What follows belongs to an exercise in optimizing a design on an open flow for small area and a short achievable clock period; a production flow would make more cautious choices.
RTL that was checked went through simulation tests only; none was proved equivalent to the original.
Power is estimated from default activity; no workload was simulated.

==> branch onyx: inputs <==
==> flow/design.v <==
module half_adder(a, b, s, co);
	input a, b;
	output s, co;
	assign s = a ^ b;
	assign co = a & b;
endmodule
module full_adder(a, b, ci, s, co);
	input a, b, ci;
	output s, co;
	assign s = a ^ b ^ ci;
	assign co = (a & b) | ((a ^ b) & ci);
endmodule
module block_sum(x, y, s, c);
	parameter n = 64;
	parameter K = 3;
	localparam NB = (n + K - 1) / K;
	input  [n-1:0] x, y;
	output [n-1:0] s;
	output [NB-1:0] c;
	wire [n:0] cc;      
	genvar i;
	generate
		for (i = 0; i < n; i = i + 1)
		begin : bit_
			if (i % K == 0)
			begin : h
				half_adder ha (.a(x[i]), .b(y[i]), .s(s[i]), .co(cc[i+1]));
			end
			else
			begin : f
				full_adder fa (.a(x[i]), .b(y[i]), .ci(cc[i]), .s(s[i]), .co(cc[i+1]));
			end
			if ((i % K == K - 1) || (i == n - 1))
			begin : out_
				assign c[i / K] = cc[i+1];
			end
		end
	endgenerate
endmodule
module carry_lookahead_adder(s, c, result);
	parameter n = 64;
	parameter K = 3;
	localparam NB = (n + K - 1) / K;
	input  [n-1:0] s;
	input  [NB-1:0] c;
	output [n:0] result;
	wire [NB:0] ci;     
	wire [n-1:0] t;     
	assign ci[0] = 1'b0;
	assign result[n] = ci[NB];
	genvar i, b;
	generate
		for (i = 0; i < n; i = i + 1)
		begin : bit_
			if (i % K == 0)
			begin : first
				assign t[i] = ci[i / K];
			end
			else
			begin : rest
				assign t[i] = t[i-1] & s[i-1];
			end
			assign result[i] = s[i] ^ t[i];
		end
		for (b = 0; b < NB; b = b + 1)
		begin : blk
			localparam LO = b * K;
			localparam HI = (b * K + K - 1 < n - 1) ? b * K + K - 1 : n - 1;
			assign ci[b+1] = c[b] | (&s[HI:LO] & ci[b]);
		end
	endgenerate
endmodule
module adder64 (clk, x, y, result);
    input clk;
    input [63:0] x, y;
    output [64:0] result;
    localparam K = 3;
    localparam NB = (64 + K - 1) / K;
    wire [63:0] s;
    wire [NB-1:0] c;
    reg [63:0] s_r;
    reg [NB-1:0] c_r;
    reg [64:0] result_r;
    wire [64:0] sum;
    block_sum #(64, K) pre (.x(x), .y(y), .s(s), .c(c));
    carry_lookahead_adder #(64, K) add (.s(s_r), .c(c_r), .result(sum));
    always @(posedge clk) begin
        s_r <= s;
        c_r <= c;
        result_r <= sum;
    end
    assign result = result_r;
endmodule
==> flow/flow/run.sh <==
#!/bin/bash
# Standard layout, with the smallest buffer on every port and a lighter
# clock tree. Full tool output goes to standard.log.
export BUFFER_PORTS_ARGS="-buffer_cell sky130_fd_sc_hd__buf_1"
export CTS_ARGS="-sink_clustering_enable -repair_clock_nets -dont_use_dummy_load -buf_list sky130_fd_sc_hd__clkbuf_4 -root_buf sky130_fd_sc_hd__clkbuf_16"
bash standard.sh > standard.log 2>&1
==> flow/standard.sh <==
#!/bin/bash
# synth_recipe.tcl (not shown) runs the flow's synth.tcl, then flattens the netlist and writes it again
# the make line also repeats each setting of config.mk as NAME=value (left out here)
make -C /OpenROAD-flow-scripts/flow DESIGN_CONFIG=/design/flow/config.mk WORK_HOME=/design/flow/orfs CLKGATE_MAP_FILE= SYNTH_SCRIPT=/design/flow/synth_recipe.tcl "${@:-finish}"
==> flow/config.mk <==
export PLATFORM = sky130hd
export DESIGN_NAME = adder64
export DESIGN_NICKNAME = adder64
export VERILOG_FILES = /design/flow/design.v
export SDC_FILE = /design/flow/constraint.sdc
export NUM_CORES = 4
export LEC_CHECK = 0
export CAP_MARGIN = 20
export CORE_MARGIN = 2
export CORE_UTILIZATION = 80
export PLACE_DENSITY = 0.85
export SLEW_MARGIN = 20
export SYNTH_HIERARCHICAL = 1
export SYNTH_MINIMUM_KEEP_SIZE = 0
==> flow/constraint.sdc <==
create_clock -name core_clock -period 28.0 [get_ports {clk}]
set_input_delay 5.6000 -clock core_clock [delete_from_list [all_inputs] [get_ports {clk}]]
set_output_delay 5.6000 -clock core_clock [all_outputs]
set_load 0.01 [all_outputs]
==> inputs of branch yarrow, as changes to branch onyx <==
==> flow/design.v, changed modules only <==
module block_sum2(x, y, s, c);
	parameter n = 64;
	input  [n-1:0] x, y;
	output [n-1:0] s;
	output [n/2-1:0] c;
	genvar j;
	generate
		for (j = 0; j < n/2; j = j + 1)
		begin : blk
			wire c0 = x[2*j] & y[2*j];
			assign s[2*j]   = x[2*j] ^ y[2*j];
			assign s[2*j+1] = x[2*j+1] ^ y[2*j+1] ^ c0;
			assign c[j]     = (x[2*j+1] & y[2*j+1]) | ((x[2*j+1] ^ y[2*j+1]) & c0);
		end
	endgenerate
endmodule
module carry_lookahead_adder(s, c, result);
	parameter n = 64;
	input  [n-1:0] s;
	input  [n/2-1:0] c;
	output [n:0] result;
	wire [n/2:0] ci;    
	assign ci[0] = 1'b0;
	assign result[n] = ci[n/2];
	genvar j;
	generate
		for (j = 0; j < n/2; j = j + 1)
		begin : blk
			assign ci[j+1] = c[j] | (s[2*j] & s[2*j+1] & ci[j]);
			assign result[2*j]   = s[2*j] ^ ci[j];
			assign result[2*j+1] = s[2*j+1] ^ (s[2*j] & ci[j]);
		end
	endgenerate
endmodule
module adder64 (clk, x, y, result);
    input clk;
    input [63:0] x, y;
    output [64:0] result;
    wire [63:0] s;
    wire [31:0] c;
    reg [63:0] s_r;
    reg [31:0] c_r;
    reg [64:0] result_r;
    wire [64:0] sum;
    block_sum2 #(64) pre (.x(x), .y(y), .s(s), .c(c));
    carry_lookahead_adder #(64) add (.s(s_r), .c(c_r), .result(sum));
    always @(posedge clk) begin
        s_r <= s;
        c_r <= c;
        result_r <= sum;
    end
    assign result = result_r;
endmodule
// module half_adder removed
// module full_adder removed
// module block_sum removed
==> flow/flow/run.sh (replaced) <==
#!/bin/bash
# Standard layout, with the smallest buffer on every port and no dummy
# clock-tree loads. Full tool output goes to standard.log.
export BUFFER_PORTS_ARGS="-buffer_cell sky130_fd_sc_hd__buf_1"
export CTS_ARGS="-sink_clustering_enable -repair_clock_nets -dont_use_dummy_load"
bash standard.sh > standard.log 2>&1
--- a/flow/config.mk
+++ b/flow/config.mk
@@ -9,6 +9,3 @@
 export CORE_MARGIN = 2
-export CORE_UTILIZATION = 80
-export PLACE_DENSITY = 0.85
+export CORE_UTILIZATION = 40
 export SLEW_MARGIN = 20
-export SYNTH_HIERARCHICAL = 1
-export SYNTH_MINIMUM_KEEP_SIZE = 0
==> inputs of branch harbor, as changes to branch onyx <==
==> flow/design.v, changed modules only <==
module carry_lookahead_adder(x, y, result);
	parameter n = 64;
	input [n-1:0] x, y;
	output [n:0] result;
	wire [n-1:0] p, g;
	wire [n:0] c;
	assign c[0] = 1'b0;
	assign result[n] = c[n];
	genvar i;
    genvar j;
	generate
		for(i = 0; i < n; i=i+1)
		begin
			assign p[i] = x[i]|y[i];
			assign g[i] = x[i]&y[i];
			assign c[i+1] = g[i] | (p[i]&c[i]);
		end
	endgenerate
	generate
		for(j = 0; j < n; j=j+1)
		begin
			assign result[j] = x[j] ^ y[j] ^ c[j];
		end
	endgenerate
endmodule
module adder64 (clk, x, y, result);
    input clk;
    input [63:0] x, y;
    output [64:0] result;
    reg [63:0] x_r, y_r;
    reg [64:0] result_r;
    wire [64:0] sum;
    carry_lookahead_adder #(64) add (.x(x_r), .y(y_r), .result(sum));
    always @(posedge clk) begin
        x_r <= x;
        y_r <= y;
        result_r <= sum;
    end
    assign result = result_r;
endmodule
// module half_adder removed
// module full_adder removed
// module block_sum removed
==> flow/run.sh (new file) <==
#!/bin/bash
# synth_recipe.tcl (not shown) runs the flow's synth.tcl, then flattens the netlist and writes it again
# the make line also repeats each setting of config.mk as NAME=value (left out here)
make -C /OpenROAD-flow-scripts/flow DESIGN_CONFIG=/design/flow/config.mk WORK_HOME=/design/flow/orfs CLKGATE_MAP_FILE= SYNTH_SCRIPT=/design/flow/synth_recipe.tcl finish
--- a/flow/config.mk
+++ b/flow/config.mk
@@ -9,6 +9,3 @@
 export CORE_MARGIN = 2
-export CORE_UTILIZATION = 80
-export PLACE_DENSITY = 0.85
+export CORE_UTILIZATION = 40
 export SLEW_MARGIN = 20
-export SYNTH_HIERARCHICAL = 1
-export SYNTH_MINIMUM_KEEP_SIZE = 0
removed: flow/flow/run.sh
removed: flow/standard.sh
==> notes <==
- In non-clock buffer count, branch harbor and branch yarrow do not differ.
- Branch yarrow passed the timing, design-rule and antenna checks. Branch harbor finished with timing, DRC and antenna clean. Branch onyx finished clean.
- In branch harbor the flip-flop and latch count is higher than in branch yarrow, by 32.
- Against branch yarrow, the wire length of branch onyx is larger by about 16%.
- The lowest clock power belongs to branch onyx, the highest to branch harbor.
- In clock-buffer cell count, branch onyx and branch yarrow do not differ.
- Between branch yarrow and branch onyx, the lower hold slack is in branch yarrow (gap 0.0066 ns).
No functional check of the RTL was part of branch yarrow.

* * *

==> run a <==
RTL: the design.v shown in full above, as it stands there.
Settings: LEC_CHECK=0, CAP_MARGIN=20, CORE_MARGIN=2, CORE_UTILIZATION=60, SLEW_MARGIN=20, SYNTH_HIERARCHICAL=1, SYNTH_MINIMUM_KEEP_SIZE=0; clock period 28.0 ns.
standard.sh (not shown) runs the stock make flow with config.mk's settings and CLKGATE_MAP_FILE= SYNTH_SCRIPT=/design/flow/synth_recipe.tcl, a recipe that flattens the netlist after the stock synthesis.
==> flow/flow/run.sh <==
#!/bin/bash
# Standard layout, with the smallest buffer on every port and a lighter
# clock tree. Full tool output goes to standard.log.
export BUFFER_PORTS_ARGS="-buffer_cell sky130_fd_sc_hd__buf_1"
export CTS_ARGS="-sink_clustering_enable -repair_clock_nets -dont_use_dummy_load -buf_list sky130_fd_sc_hd__clkbuf_8 -root_buf sky130_fd_sc_hd__clkbuf_16 -sink_clustering_size 25 -sink_clustering_max_diameter 80"
bash standard.sh > standard.log 2>&1
==> run b: changes against run a <==
==> flow/design.v, changed modules only <==
module carry_cell(p, g, ci, co);
	parameter W = 3;
	input [W-1:0] p;
	input g, ci;
	output co;
	assign co = g | (&p & ci);
endmodule
module carry_lookahead_adder(s, c, result);
	parameter n = 64;
	parameter K = 3;
	localparam NB = (n + K - 1) / K;
	input  [n-1:0] s;
	input  [NB-1:0] c;
	output [n:0] result;
	wire [NB:0] ci;     
	wire [n-1:0] t;     
	assign ci[0] = 1'b0;
	assign result[n] = ci[NB];
	genvar i, b;
	generate
		for (i = 0; i < n; i = i + 1)
		begin : bit_
			if (i % K == 0)
			begin : first
				assign t[i] = ci[i / K];
			end
			else
			begin : rest
				assign t[i] = t[i-1] & s[i-1];
			end
			assign result[i] = s[i] ^ t[i];
		end
		for (b = 0; b < NB; b = b + 1)
		begin : blk
			localparam LO = b * K;
			localparam HI = (b * K + K - 1 < n - 1) ? b * K + K - 1 : n - 1;
			carry_cell #(HI - LO + 1) cc (.p(s[HI:LO]), .g(c[b]), .ci(ci[b]), .co(ci[b+1]));
		end
	endgenerate
endmodule
==> flow/flow/run.sh (replaced) <==
#!/bin/bash
# Standard layout, with the smallest buffer on every port and a lighter
# clock tree. Full tool output goes to standard.log.
export BUFFER_PORTS_ARGS="-buffer_cell sky130_fd_sc_hd__buf_1"
export CTS_ARGS="-sink_clustering_enable -repair_clock_nets -dont_use_dummy_load -buf_list sky130_fd_sc_hd__clkbuf_8 -root_buf sky130_fd_sc_hd__clkbuf_8"
export SETUP_SLACK_MARGIN=21.65
bash standard.sh > standard.log 2>&1
==> run c: changes against run a <==
==> flow/design.v, changed modules only <==
module block_sum2(x, y, s, c);
	parameter n = 64;
	input  [n-1:0] x, y;
	output [n-1:0] s;
	output [n/2-1:0] c;
	genvar j;
	generate
		for (j = 0; j < n/2; j = j + 1)
		begin : blk
			wire c0 = x[2*j] & y[2*j];
			assign s[2*j]   = x[2*j] ^ y[2*j];
			assign s[2*j+1] = x[2*j+1] ^ y[2*j+1] ^ c0;
			assign c[j]     = (x[2*j+1] & y[2*j+1]) | ((x[2*j+1] ^ y[2*j+1]) & c0);
		end
	endgenerate
endmodule
module carry_lookahead_adder(s, c, result);
	parameter n = 64;
	input  [n-1:0] s;
	input  [n/2-1:0] c;
	output [n:0] result;
	wire [n/2:0] ci;    
	assign ci[0] = 1'b0;
	assign result[n] = ci[n/2];
	genvar j;
	generate
		for (j = 0; j < n/2; j = j + 1)
		begin : blk
			assign ci[j+1] = c[j] | (s[2*j] & s[2*j+1] & ci[j]);
			assign result[2*j]   = s[2*j] ^ ci[j];
			assign result[2*j+1] = s[2*j+1] ^ (s[2*j] & ci[j]);
		end
	endgenerate
endmodule
module adder64 (clk, x, y, result);
    input clk;
    input [63:0] x, y;
    output [64:0] result;
    wire [63:0] s;
    wire [31:0] c;
    reg [63:0] s_r;
    reg [31:0] c_r;
    reg [64:0] result_r;
    wire [64:0] sum;
    block_sum2 #(64) pre (.x(x), .y(y), .s(s), .c(c));
    carry_lookahead_adder #(64) add (.s(s_r), .c(c_r), .result(sum));
    always @(posedge clk) begin
        s_r <= s;
        c_r <= c;
        result_r <= sum;
    end
    assign result = result_r;
endmodule
// module half_adder removed
// module full_adder removed
// module block_sum removed
==> flow/flow/run.sh (replaced) <==
#!/bin/bash
# Standard layout, with the smallest buffer on every port and a lighter
# clock tree. Full tool output goes to standard.log.
export BUFFER_PORTS_ARGS="-buffer_cell sky130_fd_sc_hd__buf_1"
export CTS_ARGS="-sink_clustering_enable -repair_clock_nets -dont_use_dummy_load -buf_list sky130_fd_sc_hd__clkbuf_4 -sink_clustering_size 20"
bash standard.sh > standard.log 2>&1
- CORE_UTILIZATION: 60 -> 40
- SYNTH_HIERARCHICAL: 1 -> unset
- SYNTH_MINIMUM_KEEP_SIZE: 0 -> unset
==> run d: changes against run a <==
==> flow/design.v, changed modules only <==
module carry_cell(p, g, ci, co);
	parameter W = 3;
	input [W-1:0] p;
	input g, ci;
	output co;
	assign co = g | (&p & ci);
endmodule
module carry_lookahead_adder(s, c, result);
	parameter n = 64;
	parameter K = 3;
	localparam NB = (n + K - 1) / K;
	input  [n-1:0] s;
	input  [NB-1:0] c;
	output [n:0] result;
	wire [NB:0] ci;     
	wire [n-1:0] t;     
	assign ci[0] = 1'b0;
	assign result[n] = ci[NB];
	genvar i, b;
	generate
		for (i = 0; i < n; i = i + 1)
		begin : bit_
			if (i % K == 0)
			begin : first
				assign t[i] = ci[i / K];
			end
			else
			begin : rest
				assign t[i] = t[i-1] & s[i-1];
			end
			assign result[i] = s[i] ^ t[i];
		end
		for (b = 0; b < NB; b = b + 1)
		begin : blk
			localparam LO = b * K;
			localparam HI = (b * K + K - 1 < n - 1) ? b * K + K - 1 : n - 1;
			carry_cell #(HI - LO + 1) cc (.p(s[HI:LO]), .g(c[b]), .ci(ci[b]), .co(ci[b+1]));
		end
	endgenerate
endmodule
==> flow/flow/run.sh (replaced) <==
#!/bin/bash
# Standard layout, with the smallest buffer on every port and a lighter
# clock tree. Full tool output goes to standard.log.
export BUFFER_PORTS_ARGS="-buffer_cell sky130_fd_sc_hd__buf_1"
export CTS_ARGS="-sink_clustering_enable -repair_clock_nets -dont_use_dummy_load -buf_list sky130_fd_sc_hd__clkbuf_8 -root_buf sky130_fd_sc_hd__clkbuf_8"
bash standard.sh > standard.log 2>&1
==> impl_results.md <==
- XOR/XNOR Fraction of Synth Area: 3.21%
- CTS Sinks: 151
- Fraction of area in multi-input gates: 35.0%
- Setup Skew: 0.0305 ns
- Outcome: no timing/DRC/antenna violations
[end of results for run a]
==> impl_results.md <==
- Setup Skew: 0.0262 ns
- XOR/XNOR Fraction of Synth Area: 3.51%
- CTS Sinks: 151
- Synthesized Nets: 558
- Top-area cell type share of the netlist area: 57.7%
- Die width: 97.5 um
- Top achievable clock speed: 154 MHz
- Outcome: no timing/DRC/antenna violations
- Fraction of area in multi-input gates: 34.0%
- CTS Root Buffer Type: clkbuf_8
[end of results for run b]
==> impl_results.md <==
- FFs & Latches: 161
- Fraction of area in multi-input gates: 35.9%
- XOR/XNOR Fraction of Synth Area: 4.82%
- Outcome: no timing/DRC/antenna violations
- Top-count cell post-synth: dfxtp_1
[end of results for run c]
==> impl_results.md <==
- Outcome: no timing/DRC/antenna violations
- Row count: 34
- Clock network fraction of total power: 25.0%
- XOR/XNOR Fraction of Synth Area: 3.51%
- Largest net degree at the start of global routing: 17
- Setup Skew: 0.0241 ns
- Fraction of area in multi-input gates: 32.9%
- Congestion Overflow GR: 0
- Psw: 0.118 mW
[end of results for run d]
For run c, only the layout was checked, not whether the RTL still works.

==> what the ideal ports hide <==
Ports are ideal in the flow. The routed layouts listed here were re-timed in OpenROAD. Step 1 (the two cells are an assumption about what drives the block):
set clk [get_ports {clk}]
set_driving_cell -lib_cell sky130_fd_sc_hd__clkbuf_16 $clk
set_driving_cell -lib_cell sky130_fd_sc_hd__buf_2 [delete_from_list [all_inputs] $clk]
Step 2 also shifts input and output timing later by t, the mid clock arrival at the registers, as if the neighbouring blocks saw the same clock. Three values: ideal, step 1, step 2; two values: the first two.
| run | shift t [ns] | setup WS [ns] | hold WS [ns] |
|---|---|---|---|
| branch onyx | 0.382 | 21.397 / 21.397 / 21.015 | 0.335 / 0.335 / 0.335 |
| branch yarrow | 0.452 | 21.498 / 21.457 / 21.518 | 0.329 / 0.329 / 0.329 |
| branch harbor | 0.449 | 0.932 / 0.932 / 0.932 | 0.469 / 0.469 / 0.469 |
| run a | 0.379 | 21.477 / 21.489 / 21.110 | 0.330 / 0.330 / 0.330 |
| run b | 0.443 | 21.527 / 21.494 / 21.161 | 0.346 / 0.346 / 0.346 |
| run c | 0.558 | 21.356 / 21.320 / 21.527 | 0.344 / 0.344 / 0.344 |
| run d | 0.433 | 21.511 / 21.480 / 21.123 | 0.354 / 0.354 / 0.354 |
After both steps setup and hold are still met in every run listed. For run d, which loses most, drivers alone change the setup slack by -0.031 ns; drivers and shift together by -0.388 ns.
